Background: an optimization exercise with open tools, aiming at small area. Do not read the settings as production practice. In this exercise RTL edits were held to simulation tests only and were not proved equivalent to the original. The flow treats the clock pin as an ideal source, which a real chip does not have.

==> delta <==
// neural_pipeline_top
module neural_pipeline_top (
    input wire clk,
    input wire rst,
    input wire signed [15:0] raw_in,
    output wire signed [15:0] vel_out
);
==> flow/config.mk <==
export PLATFORM = sky130hd
export DESIGN_NAME = neural_pipeline_top
export DESIGN_NICKNAME = neural_pipeline_top
export VERILOG_FILES = /design/flow/design.v
export SDC_FILE = /design/flow/constraint.sdc
export NUM_CORES = 4
export LEC_CHECK = 0
export CAP_MARGIN = 20
export CORE_MARGIN = 2
export CORE_UTILIZATION = 70
export PLACE_DENSITY = 0.8
export SLEW_MARGIN = 20
export SYNTH_HIERARCHICAL = 1
==> flow/constraint.sdc <==
create_clock -name core_clock -period 25.0 [get_ports {clk}]
set_input_delay 5.0000 -clock core_clock [delete_from_list [all_inputs] [get_ports {clk}]]
set_output_delay 5.0000 -clock core_clock [all_outputs]
set_load 0.01 [all_outputs]
standard.sh (not shown) runs the stock make flow with config.mk's settings and CLKGATE_MAP_FILE= SYNTH_SCRIPT=/design/flow/synth_recipe.tcl, a recipe that flattens the netlist after the stock synthesis.
==> flow/flow/run.sh <==
#!/bin/bash
# The standard layout (standard.sh, with the standard synthesis unchanged)
# plus three changes:
#  1. after the standard synthesis, the combinational logic other than the
#     full-adder and tie cells is re-mapped by ABC with an area script
#     (flow/reabc.abc); flip-flops and their names are left as they are;
#  2. port buffers use the smallest buffer cell (buf_1);
#  3. clock tree synthesis uses clkbuf_8 and no dummy loads; afterwards
#     clock buffers are downsized to clkbuf_4 where the clock-pin slew
#     allows it (flow/cts_trim.tcl).
# Each tool's output goes to a log file of its own in this folder.
set -euo pipefail
export BUFFER_PORTS_ARGS="-buffer_cell sky130_fd_sc_hd__buf_1"
export CTS_ARGS="-sink_clustering_enable -repair_clock_nets -dont_use_dummy_load -buf_list sky130_fd_sc_hd__clkbuf_8"

R=orfs/results/${FLOW_PLATFORM}/neural_pipeline_top/base
LIB=${FLOW_HOME}/platforms/${FLOW_PLATFORM}/lib/sky130_fd_sc_hd__tt_025C_1v80.lib
YOSYS=${FLOW_HOME}/../tools/install/yosys/bin/yosys
[ -x "$YOSYS" ] || YOSYS=yosys

bash standard.sh synth > standard_synth.log 2>&1
cp $R/1_2_yosys.v 1_2_yosys_standard.v

DU=""
for c in probe_p_8 probec_p_8 lpflow_bleeder_1 lpflow_clkbufkapwr_1 lpflow_clkbufkapwr_16 \
  lpflow_clkbufkapwr_2 lpflow_clkbufkapwr_4 lpflow_clkbufkapwr_8 lpflow_clkinvkapwr_1 \
  lpflow_clkinvkapwr_16 lpflow_clkinvkapwr_2 lpflow_clkinvkapwr_4 lpflow_clkinvkapwr_8 \
  lpflow_decapkapwr_12 lpflow_decapkapwr_3 lpflow_decapkapwr_4 lpflow_decapkapwr_6 \
  lpflow_decapkapwr_8 lpflow_inputiso0n_1 lpflow_inputiso0p_1 lpflow_inputiso1n_1 \
  lpflow_inputiso1p_1 lpflow_inputisolatch_1 lpflow_isobufsrc_1 lpflow_isobufsrc_16 \
  lpflow_isobufsrc_2 lpflow_isobufsrc_4 lpflow_isobufsrc_8 lpflow_isobufsrckapwr_16 \
  lpflow_lsbuf_lh_hl_isowell_tap_1 lpflow_lsbuf_lh_hl_isowell_tap_2 \
  lpflow_lsbuf_lh_hl_isowell_tap_4 lpflow_lsbuf_lh_isowell_4 lpflow_lsbuf_lh_isowell_tap_1 \
  lpflow_lsbuf_lh_isowell_tap_2 lpflow_lsbuf_lh_isowell_tap_4; do
  DU="$DU -dont_use sky130_fd_sc_hd__$c"
done

cat > reabc.ys <<EOT
read_liberty -ignore_miss_func $LIB
setattr -mod -set keep_hierarchy 1 sky130_fd_sc_hd__fa_1 sky130_fd_sc_hd__conb_1 sky130_fd_sc_hd__dfxtp_1
read_verilog 1_2_yosys_standard.v
hierarchy -top ${FLOW_TOP}
flatten
opt -purge
abc -liberty $LIB $DU -script flow/reabc.abc
opt_clean -purge

splitnets
opt_clean -purge
tee -o reabc_stat.txt stat -liberty $LIB
select ${FLOW_TOP}
write_verilog -noattr -nohex -nodec -selected $R/1_2_yosys.v
EOT
$YOSYS -s reabc.ys > reabc.log 2>&1

bash standard.sh cts > standard_to_cts.log 2>&1
OPENROAD=${FLOW_HOME}/../tools/install/OpenROAD/bin/openroad
[ -x "$OPENROAD" ] || OPENROAD=openroad
export R LIB
$OPENROAD -no_init -exit flow/cts_trim.tcl > cts_trim.log 2>&1

bash standard.sh > standard.log 2>&1
Other scripts of this flow, unchanged in this note and not shown: flow/flow/cts_trim.tcl, flow/flow/reabc.abc
==> fjord (differences from delta) <==
--- a/flow/design.v
+++ b/flow/design.v
@@ -1295,41 +1295,44 @@
     always @(posedge clk) begin
         if (rst)
             timer <= 0;
         else if (!idle)
             timer <= timer ^ tbw[4:0];
         else if (below && above)
             timer <= 5'd20;
     end
-    reg [10:0] u;
-    wire [11:0] uc;
-    assign uc[0] = 1'b1;
-    generate for (i = 0; i < 11; i = i + 1) begin : g_inc
-        assign uc[i+1] = uc[i] & u[i];
-    end endgenerate
-    wire u_last = (u == 11'd1499);
-    wire u_zero = (u == 11'd0);         
-    wire upd = (u == 11'd1);            
+    reg [3:0] lo;
+    reg [6:0] b;
+    wire b0 = (b == 7'd0);
+    wire b93 = (b == 7'd39);
+    wire lo15 = &lo;
+    wire upd = b93 & lo15;                        
+    wire u_zero = b93 & (lo == 4'd14);            
+    wire u_last = b93 & (lo == 4'd13);            
+    wire [3:0] lo_inc = lo + 4'd1;
     reg done;
     wire wend = S[6] & S[5] & S[1] & S[0];         
     always @(posedge clk) begin
         if (rst) begin
-            u <= 11'd1;
+            lo <= 4'd15;
+            b <= 7'd39;
             done <= 1'b0;
         end else begin
-            u <= u_last ? 11'd0 : (u ^ uc[10:0]);
+            lo <= (lo15 & b93) ? 4'd4 : lo_inc;
+            if (lo15)
+                b <= b93 ? 7'd0 : {b[5:0], ~(b[6] ^ b[5])};
             if (u_zero && wend)
                 done <= 1'b1;
         end
     end
     wire sp = done & spike;
-    wire pwin = (u[10:4] == 7'd0);                
-    wire mult = done & pwin & (u[3] | u[2]);      
-    wire kbit = ~u[1] | (u[3] & u[2]);            
+    wire pwin = b0 | (b93 & (lo[3:1] == 3'b111));  
+    wire mult = done & b0;                        
+    wire kbit = ~lo[1] | (lo[3] & lo[2]);         
     reg pending;
     wire add = ~pwin & ~u_last & ~over & (sp | pending);
     always @(posedge clk) begin
         if (rst)
             pending <= 1'b0;
         else
             pending <= pwin & (pending | sp);
     end
==> results.txt <==
- fjord finished with timing, DRC and antenna clean. delta completed without violations.
- In die area, fjord and delta hardly differ.
- Critical path depth is the same in delta and fjord.
- Of delta and fjord, delta has the higher wire length (gap 2.0%, measured against fjord).
- Synthesized cell count: fjord is smaller than delta (0.68%).
- Fmax: delta is smaller than fjord (about 0.5%).
- In fjord the clock skew is lower than in delta, by 0.0040 ns.
- Of delta and fjord, fjord has the higher worst hold slack (gap 0.023 ns).
- Against fjord, the first-iteration DRC count of delta is larger by about 33%.
==> figures <==
item                                                           fjord        delta
Result of the run                   no timing/DRC/antenna violations  no timing/DRC/antenna violations
Post-detailed-route via-to-cell ratio                           5.94         6.05
Capture instance of the worst register-to-register path       y1[13]        y1[2]
Wire length after detailed routing                         22,200 µm    22,700 µm
Pre-CTS worst setup slack                                    4.12 ns      4.08 ns
DIE AREA                                                  16,000 µm²   16,000 µm²
Final net count                                                1,226        1,232
Met1 wire length                                             8690 µm      9090 µm
Effective utilization at floorplan                             71.8%        72.0%
Setup slack on the worst flop-to-flop path                   6.70 ns      6.66 ns
Final Instance Count excl. Fillers                             1,119        1,125
Number of inserted filler cells in the final layout              925          964
Inverter count of the layout excluding clock inverters           145          129
Post-Synthesis Cell Area                                  10,500 µm²   10,500 µm²
Multi-input logic portion of the cell area                     64.5%        65.1%
Post-placement cell area                                  10,900 µm²   10,900 µm²

* * *

==> build 19 <==
Another version of the RTL of neural_pipeline_top (not shown whole).
export LEC_CHECK = 0
export CAP_MARGIN = 20
export CORE_MARGIN = 2
export CORE_UTILIZATION = 70
export PLACE_DENSITY = 0.8
export SLEW_MARGIN = 20
export SYNTH_HIERARCHICAL = 1
create_clock -name core_clock -period 25.0 [get_ports {clk}]
==> flow/flow/run.sh <==
#!/bin/bash
# The standard layout (standard.sh, with the standard synthesis unchanged)
# plus three changes:
#  1. after the standard synthesis, the combinational logic other than the
#     adder, majority and tie cells is re-mapped by ABC with an area script
#     (flow/reabc.abc); flip-flops and their names are left as they are;
#  2. port buffers use the smallest buffer cell (buf_1);
#  3. clock tree synthesis uses clkbuf_8 and no dummy loads.
# Each tool's output goes to a log file of its own in this folder.
set -euo pipefail
export BUFFER_PORTS_ARGS="-buffer_cell sky130_fd_sc_hd__buf_1"
export CTS_ARGS="-sink_clustering_enable -repair_clock_nets -dont_use_dummy_load -buf_list sky130_fd_sc_hd__clkbuf_8"

R=orfs/results/${FLOW_PLATFORM}/neural_pipeline_top/base
LIB=${FLOW_HOME}/platforms/${FLOW_PLATFORM}/lib/sky130_fd_sc_hd__tt_025C_1v80.lib
YOSYS=${FLOW_HOME}/../tools/install/yosys/bin/yosys
[ -x "$YOSYS" ] || YOSYS=yosys

bash standard.sh synth > standard_synth.log 2>&1
cp $R/1_2_yosys.v 1_2_yosys_standard.v

DU=""
for c in probe_p_8 probec_p_8 lpflow_bleeder_1 lpflow_clkbufkapwr_1 lpflow_clkbufkapwr_16 \
  lpflow_clkbufkapwr_2 lpflow_clkbufkapwr_4 lpflow_clkbufkapwr_8 lpflow_clkinvkapwr_1 \
  lpflow_clkinvkapwr_16 lpflow_clkinvkapwr_2 lpflow_clkinvkapwr_4 lpflow_clkinvkapwr_8 \
  lpflow_decapkapwr_12 lpflow_decapkapwr_3 lpflow_decapkapwr_4 lpflow_decapkapwr_6 \
  lpflow_decapkapwr_8 lpflow_inputiso0n_1 lpflow_inputiso0p_1 lpflow_inputiso1n_1 \
  lpflow_inputiso1p_1 lpflow_inputisolatch_1 lpflow_isobufsrc_1 lpflow_isobufsrc_16 \
  lpflow_isobufsrc_2 lpflow_isobufsrc_4 lpflow_isobufsrc_8 lpflow_isobufsrckapwr_16 \
  lpflow_lsbuf_lh_hl_isowell_tap_1 lpflow_lsbuf_lh_hl_isowell_tap_2 \
  lpflow_lsbuf_lh_hl_isowell_tap_4 lpflow_lsbuf_lh_isowell_4 lpflow_lsbuf_lh_isowell_tap_1 \
  lpflow_lsbuf_lh_isowell_tap_2 lpflow_lsbuf_lh_isowell_tap_4; do
  DU="$DU -dont_use sky130_fd_sc_hd__$c"
done

cat > reabc.ys <<EOT
read_liberty -ignore_miss_func $LIB
setattr -mod -set keep_hierarchy 1 sky130_fd_sc_hd__fa_1 sky130_fd_sc_hd__ha_1 sky130_fd_sc_hd__maj3_1 sky130_fd_sc_hd__maj3_2 sky130_fd_sc_hd__maj3_4 sky130_fd_sc_hd__conb_1 sky130_fd_sc_hd__dfxtp_1
read_verilog 1_2_yosys_standard.v
hierarchy -top ${FLOW_TOP}
flatten
opt -purge
abc -liberty $LIB $DU -script flow/reabc.abc
opt_clean -purge
chtype -set sky130_fd_sc_hd__maj3_1 t:sky130_fd_sc_hd__maj3_2
splitnets
opt_clean -purge
tee -o reabc_stat.txt stat -liberty $LIB
select ${FLOW_TOP}
write_verilog -noattr -nohex -nodec -selected $R/1_2_yosys.v
EOT
$YOSYS -s reabc.ys > reabc.log 2>&1

bash standard.sh > standard.log 2>&1
==> flow/flow/reabc.abc <==
strash
dch -f
amap
strash
dch -f
amap
topo
==> trial 85 (differences from build 19) <==
==> flow/run.sh (new file) <==
#!/bin/bash
# synth_recipe.tcl (not shown) runs the flow's synth.tcl, then flattens the netlist and writes it again
# the make line also repeats each setting of config.mk as NAME=value (left out here)
make -C /OpenROAD-flow-scripts/flow DESIGN_CONFIG=/design/flow/config.mk WORK_HOME=/design/flow/orfs CLKGATE_MAP_FILE= SYNTH_SCRIPT=/design/flow/synth_recipe.tcl finish
Settings changed: CORE_UTILIZATION 70 to 40, CTS_BUF_LIST set to sky130_fd_sc_hd__clkbuf_8, PLACE_DENSITY 0.8 to unset.
removed: flow/flow/run.sh
removed: flow/flow/reabc.abc
removed: flow/standard.sh
==> trial 55 (differences from build 19) <==
==> flow/flow/run.sh (replaced) <==
#!/bin/bash
# Standard ORFS layout (the standard.sh, standard synthesis included) with
# two changes: port buffers use the smallest buffer cell, and clock tree
# synthesis uses clkbuf_8 without dummy loads.
set -euo pipefail
export BUFFER_PORTS_ARGS="-buffer_cell sky130_fd_sc_hd__buf_1"
export CTS_ARGS="-sink_clustering_enable -repair_clock_nets -dont_use_dummy_load -buf_list sky130_fd_sc_hd__clkbuf_8"
bash standard.sh > standard.log 2>&1
Settings changed: CORE_UTILIZATION 70 to 40, PLACE_DENSITY 0.8 to unset.
removed: flow/flow/reabc.abc
==> qor summary <==
quantity	trial 55	build 19	trial 85
Library cell with the largest summed area after synthesis	sky130_fd_sc_hd__fa_1	-	sky130_fd_sc_hd__fa_1
Netlist area before placement	0.01157 mm^2	0.01117 mm^2	0.01157 mm^2
Compound-cell area share of the yosys netlist	4.747%	-	4.747%
Number of enable-type register cells in the synthesized netlist	0	-	0
# fillers	2707	1047	2621
M1 wire length	10860 um	8423 um	10830 um
Post-synthesis mux area share	0.6056%	-	0.6056%
Data-path buffer share of cell area in the final layout	1.252%	1.238%	2.752%
Nonclk inv count	100	150	100
Result of the run	complete, no violations	complete, no violations	complete, no violations
Worst Clk Skew	0.04158 ns	0.03248 ns	0.01603 ns
Die X	174.1 um	130.3 um	174.1 um
Syn Inst Count	913	914	913

* * *

==> run X <==
Another version of the RTL of neural_pipeline_top (not shown whole).
==> flow/config.mk <==
export PLATFORM = sky130hd
export DESIGN_NAME = neural_pipeline_top
export DESIGN_NICKNAME = neural_pipeline_top
export VERILOG_FILES = /design/flow/design.v
export SDC_FILE = /design/flow/constraint.sdc
export NUM_CORES = 4
export LEC_CHECK = 0
export CAP_MARGIN = 20
export CORE_MARGIN = 2
export CORE_UTILIZATION = 70
export PLACE_DENSITY = 0.8
export SLEW_MARGIN = 20
export SYNTH_HIERARCHICAL = 1
==> flow/constraint.sdc <==
create_clock -name core_clock -period 25.0 [get_ports {clk}]
set_input_delay 5.0000 -clock core_clock [delete_from_list [all_inputs] [get_ports {clk}]]
set_output_delay 5.0000 -clock core_clock [all_outputs]
set_load 0.01 [all_outputs]
==> flow/flow/run.sh <==
#!/bin/bash
# The standard layout (standard.sh, with the standard synthesis unchanged)
# plus three changes:
#  1. after the standard synthesis, the combinational logic other than the
#     adder, majority and tie cells is re-mapped by ABC with an area script
#     (flow/reabc.abc); flip-flops and their names are left as they are;
#  2. port buffers use the smallest buffer cell (buf_1);
#  3. clock tree synthesis uses clkbuf_8 and no dummy loads.
# Each tool's output goes to a log file of its own in this folder.
set -euo pipefail
export BUFFER_PORTS_ARGS="-buffer_cell sky130_fd_sc_hd__buf_1"
export CTS_ARGS="-sink_clustering_enable -repair_clock_nets -dont_use_dummy_load -buf_list sky130_fd_sc_hd__clkbuf_8"

R=orfs/results/${FLOW_PLATFORM}/neural_pipeline_top/base
LIB=${FLOW_HOME}/platforms/${FLOW_PLATFORM}/lib/sky130_fd_sc_hd__tt_025C_1v80.lib
YOSYS=${FLOW_HOME}/../tools/install/yosys/bin/yosys
[ -x "$YOSYS" ] || YOSYS=yosys

bash standard.sh synth > standard_synth.log 2>&1
cp $R/1_2_yosys.v 1_2_yosys_standard.v

DU=""
for c in probe_p_8 probec_p_8 lpflow_bleeder_1 lpflow_clkbufkapwr_1 lpflow_clkbufkapwr_16 \
  lpflow_clkbufkapwr_2 lpflow_clkbufkapwr_4 lpflow_clkbufkapwr_8 lpflow_clkinvkapwr_1 \
  lpflow_clkinvkapwr_16 lpflow_clkinvkapwr_2 lpflow_clkinvkapwr_4 lpflow_clkinvkapwr_8 \
  lpflow_decapkapwr_12 lpflow_decapkapwr_3 lpflow_decapkapwr_4 lpflow_decapkapwr_6 \
  lpflow_decapkapwr_8 lpflow_inputiso0n_1 lpflow_inputiso0p_1 lpflow_inputiso1n_1 \
  lpflow_inputiso1p_1 lpflow_inputisolatch_1 lpflow_isobufsrc_1 lpflow_isobufsrc_16 \
  lpflow_isobufsrc_2 lpflow_isobufsrc_4 lpflow_isobufsrc_8 lpflow_isobufsrckapwr_16 \
  lpflow_lsbuf_lh_hl_isowell_tap_1 lpflow_lsbuf_lh_hl_isowell_tap_2 \
  lpflow_lsbuf_lh_hl_isowell_tap_4 lpflow_lsbuf_lh_isowell_4 lpflow_lsbuf_lh_isowell_tap_1 \
  lpflow_lsbuf_lh_isowell_tap_2 lpflow_lsbuf_lh_isowell_tap_4; do
  DU="$DU -dont_use sky130_fd_sc_hd__$c"
done

cat > reabc.ys <<EOT
read_liberty -ignore_miss_func $LIB
setattr -mod -set keep_hierarchy 1 sky130_fd_sc_hd__fa_1 sky130_fd_sc_hd__ha_1 sky130_fd_sc_hd__maj3_1 sky130_fd_sc_hd__maj3_2 sky130_fd_sc_hd__maj3_4 sky130_fd_sc_hd__conb_1 sky130_fd_sc_hd__dfxtp_1
read_verilog 1_2_yosys_standard.v
hierarchy -top ${FLOW_TOP}
flatten
opt -purge
abc -liberty $LIB $DU -script flow/reabc.abc
opt_clean -purge
chtype -set sky130_fd_sc_hd__maj3_1 t:sky130_fd_sc_hd__maj3_2
splitnets
opt_clean -purge
tee -o reabc_stat.txt stat -liberty $LIB
select ${FLOW_TOP}
write_verilog -noattr -nohex -nodec -selected $R/1_2_yosys.v
EOT
$YOSYS -s reabc.ys > reabc.log 2>&1

bash standard.sh > standard.log 2>&1
==> flow/flow/reabc.abc <==
strash
dch -f
amap
strash
dch -f
amap
topo
==> run C (differences from run X) <==
--- a/flow/design.v
+++ b/flow/design.v
@@ -1266,16 +1266,17 @@
     wire m25;
     wire m26;
     wire m27;
     wire m28;
     wire m29;
     wire m30;
     wire m31;
     wire m32;
+    wire m33;
     assign m1 = y1[0];
     assign m2 = y1[1] | m1;
     assign m3 = y1[2] | m2;
     assign m4 = y1[3] | m3;
     assign m5 = y1[4] & m4;
     assign m6 = y1[5] | m5;
     assign m7 = y1[6] & m6;
     assign m8 = y1[7] & m7;
@@ -1298,18 +1299,19 @@
     assign m25 = S[8] | m24;
     assign m26 = S[9] | m25;
     assign m27 = S[10] | m26;
     assign m28 = S[11] | m27;
     assign m29 = S[12] & m28;
     assign m30 = S[13] | m29;
     assign m31 = S[14] & m30;
     assign m32 = S[15] | m31;
+    assign m33 = S[16] | m32;
     wire above = m16;
-    wire over = m32;
+    wire over = m33;
     wire mz = ~|m[14:0];
     wire below = m[15] ? (~mz & ~(y1[15] ^ c16)) : (y1[15] & ~c16);
     reg [4:0] timer;
     wire idle = (timer == 5'd0);
     wire spike = (timer == 5'd20);
     wire [5:0] tbw;                    
     assign tbw[0] = 1'b1;
     generate for (i = 0; i < 5; i = i + 1) begin : g_dec
@@ -1345,26 +1347,26 @@
                 w <= w_nx;
         end
     end
     wire sp = done & spike;
     wire pwin = (u[10:4] == 7'd0);                
     wire mult = pwin & (u[3] | u[2]);             
     wire kbit = ~u[1] | (u[3] & u[2]);            
     reg pending;
-    reg [15:0] S;
-    reg [14:0] v;
-    wire add = ~pwin & ~u_last & ~S[15] & (sp | pending);
+    wire add = ~pwin & ~u_last & (sp | pending);  
     always @(posedge clk) begin
         if (rst)
             pending <= 1'b0;
         else
             pending <= pwin & (pending | sp);
     end
-    wire [15:0] bop = mult ? (kbit ? {1'b0, v} : 16'd0) : (add ? 16'd819 : 16'd0);
+    reg [16:0] S;
+    reg [14:0] v;
+    wire [16:0] bop = mult ? (kbit ? {2'b00, v} : 17'd0) : (add ? 17'd819 : 17'd0);
     wire s1;
     wire s2;
     wire s3;
     wire s4;
     wire s5;
     wire s6;
     wire s7;
     wire s8;
@@ -1403,70 +1405,76 @@
     wire s41;
     wire s42;
     wire s43;
     wire s44;
     wire s45;
     wire s46;
     wire s47;
     wire s48;
+    wire s49;
+    wire s50;
+    wire s51;
     ha s1_ha (.a(S[0]), .b(bop[0]), .s(s1), .co(s2));
     fa s3_fa (.a(S[1]), .b(bop[1]), .c(s2), .s(s3), .co(s4));
     fa s5_fa (.a(S[2]), .b(bop[2]), .c(s4), .s(s5), .co(s6));
     fa s7_fa (.a(S[3]), .b(bop[3]), .c(s6), .s(s7), .co(s8));
     fa s9_fa (.a(S[4]), .b(bop[4]), .c(s8), .s(s9), .co(s10));
     fa s11_fa (.a(S[5]), .b(bop[5]), .c(s10), .s(s11), .co(s12));
     fa s13_fa (.a(S[6]), .b(bop[6]), .c(s12), .s(s13), .co(s14));
     fa s15_fa (.a(S[7]), .b(bop[7]), .c(s14), .s(s15), .co(s16));
     fa s17_fa (.a(S[8]), .b(bop[8]), .c(s16), .s(s17), .co(s18));
     fa s19_fa (.a(S[9]), .b(bop[9]), .c(s18), .s(s19), .co(s20));
     fa s21_fa (.a(S[10]), .b(bop[10]), .c(s20), .s(s21), .co(s22));
     fa s23_fa (.a(S[11]), .b(bop[11]), .c(s22), .s(s23), .co(s24));
     fa s25_fa (.a(S[12]), .b(bop[12]), .c(s24), .s(s25), .co(s26));
     fa s27_fa (.a(S[13]), .b(bop[13]), .c(s26), .s(s27), .co(s28));
     fa s29_fa (.a(S[14]), .b(bop[14]), .c(s28), .s(s29), .co(s30));
-    assign s31 = S[15] ^ bop[15] ^ s30;
-    assign s33 = s1;
-    assign s34 = s3;
-    assign s35 = s5;
-    assign s36 = s7;
-    assign s37 = s9;
-    assign s38 = s11;
-    assign s39 = s13;
-    assign s40 = s15;
-    assign s41 = s17;
-    assign s42 = s19;
-    assign s43 = s21;
-    assign s44 = s23;
-    assign s45 = s25;
-    assign s46 = s27;
-    assign s47 = s29;
-    assign s48 = s31;
-    wire [15:0] ssum;
-    assign ssum[0] = s33;
-    assign ssum[1] = s34;
-    assign ssum[2] = s35;
-    assign ssum[3] = s36;
-    assign ssum[4] = s37;
-    assign ssum[5] = s38;
-    assign ssum[6] = s39;
-    assign ssum[7] = s40;
-    assign ssum[8] = s41;
-    assign ssum[9] = s42;
-    assign ssum[10] = s43;
-    assign ssum[11] = s44;
-    assign ssum[12] = s45;
-    assign ssum[13] = s46;
-    assign ssum[14] = s47;
-    assign ssum[15] = s48;
+    fa s31_fa (.a(S[15]), .b(bop[15]), .c(s30), .s(s31), .co(s32));
+    assign s33 = S[16] ^ bop[16] ^ s32;
+    assign s35 = s1;
+    assign s36 = s3;
+    assign s37 = s5;
+    assign s38 = s7;
+    assign s39 = s9;
+    assign s40 = s11;
+    assign s41 = s13;
+    assign s42 = s15;
+    assign s43 = s17;
+    assign s44 = s19;
+    assign s45 = s21;
+    assign s46 = s23;
+    assign s47 = s25;
+    assign s48 = s27;
+    assign s49 = s29;
+    assign s50 = s31;
+    assign s51 = s33;
+    wire [16:0] ssum;
+    assign ssum[0] = s35;
+    assign ssum[1] = s36;
+    assign ssum[2] = s37;
+    assign ssum[3] = s38;
+    assign ssum[4] = s39;
+    assign ssum[5] = s40;
+    assign ssum[6] = s41;
+    assign ssum[7] = s42;
+    assign ssum[8] = s43;
+    assign ssum[9] = s44;
+    assign ssum[10] = s45;
+    assign ssum[11] = s46;
+    assign ssum[12] = s47;
+    assign ssum[13] = s48;
+    assign ssum[14] = s49;
+    assign ssum[15] = s50;
+    assign ssum[16] = s51;
     always @(posedge clk) begin
         if (rst || upd)
             S <= 0;
         else if (mult)
-            S <= {1'b0, ssum[15:1]};
+            S <= {1'b0, ssum[16:1]};
         else
             S <= ssum;
         if (rst)
             v <= 0;
         else if (upd)
             v <= over ? 15'd20480 : S[14:0];
     end
     assign vel_out = {1'b0, v};
==> flow/flow/run.sh (replaced) <==
#!/bin/bash
# Standard ORFS layout (the standard.sh, standard synthesis included) with
# two changes: port buffers use the smallest buffer cell, and clock tree
# synthesis uses clkbuf_8 without dummy loads.
set -euo pipefail
export BUFFER_PORTS_ARGS="-buffer_cell sky130_fd_sc_hd__buf_1"
export CTS_ARGS="-sink_clustering_enable -repair_clock_nets -dont_use_dummy_load -buf_list sky130_fd_sc_hd__clkbuf_8"
bash standard.sh > standard.log 2>&1
removed: flow/flow/reabc.abc
==> run_results.csv <==
group,metric,value,unit
outcome,status,"finished clean",
routing,vias_per_cell,5.72,
final_layout,drive_gt1_share,7.77,%
final_layout,seq_area,0.00298,mm2
place,gp_congestion,0.925,
clock_network,cts_sinks,149,
timing,fmax,47.6,MHz
The numbers above come from run C.

==> run_results.csv <==
group,metric,value,unit
final_layout,fillers,1070,
worst_setup_path,setup.worst_path.start,"raw_in[0]",
final_layout,n_all_inverters,152,
routing,maxUsedRoutingLayer,"met4",
timing,fmax,48.4,MHz
final_layout,seq_area,0.00296,mm2
final_layout,drive_gt1_share,2.17,%
outcome,status,"finished clean",
worst_setup_path,path_common_cell,"fa_1",
routing,finalWirelength,22400,um
clock_network,cts_sinks,148,
routing,vias_per_cell,5.63,
The numbers above come from run X.

==> re-timing with driven ports <==
The flow's constraints put no driver on any port. The routed layouts listed below were extracted and timed again, unchanged, in two steps.
Step 1: set_driving_cell puts a clkbuf_16 on clk and a buf_2 on each other input, an assumption about the parent block.
Step 2 adds t to the input delays and takes it off the output delays; t is the mean of the earliest and latest rising clock arrival at the registers after step 1. Input paths then give back, and output paths get back, about the clock's delay inside the block.
a / b / c = ideal / step 1 / step 2; a / b = the first two.
run | t (ns) | setup WS [ns] | latest minus earliest clock arrival (ns) | slew at the worst register clock pin (ns)
delta | 0.591 | 4.642 / 4.657 / 4.066 | 0.035 / 0.035 | 0.10 / 0.10
fjord | 0.585 | 4.744 / 4.756 / 4.171 | 0.030 / 0.030 | 0.10 / 0.10
build 19 | 0.482 | 4.277 / 4.295 / 3.814 | 0.046 / 0.045 | 0.10 / 0.10
trial 85 | 0.499 | 3.738 / 3.762 / 3.263 | 0.017 / 0.017 | 0.10 / 0.10
trial 55 | 0.495 | 3.945 / 3.972 / 3.476 | 0.043 / 0.043 | 0.10 / 0.10
run X | 0.489 | 4.319 / 4.338 / 3.849 | 0.046 / 0.046 | 0.11 / 0.11
run C | 0.477 | 3.977 / 3.993 / 3.516 | 0.032 / 0.032 | 0.09 / 0.09
After both steps setup and hold are still met in every run listed. For delta, which loses most, drivers alone change the setup slack by +0.015 ns; drivers and shift together by -0.576 ns.
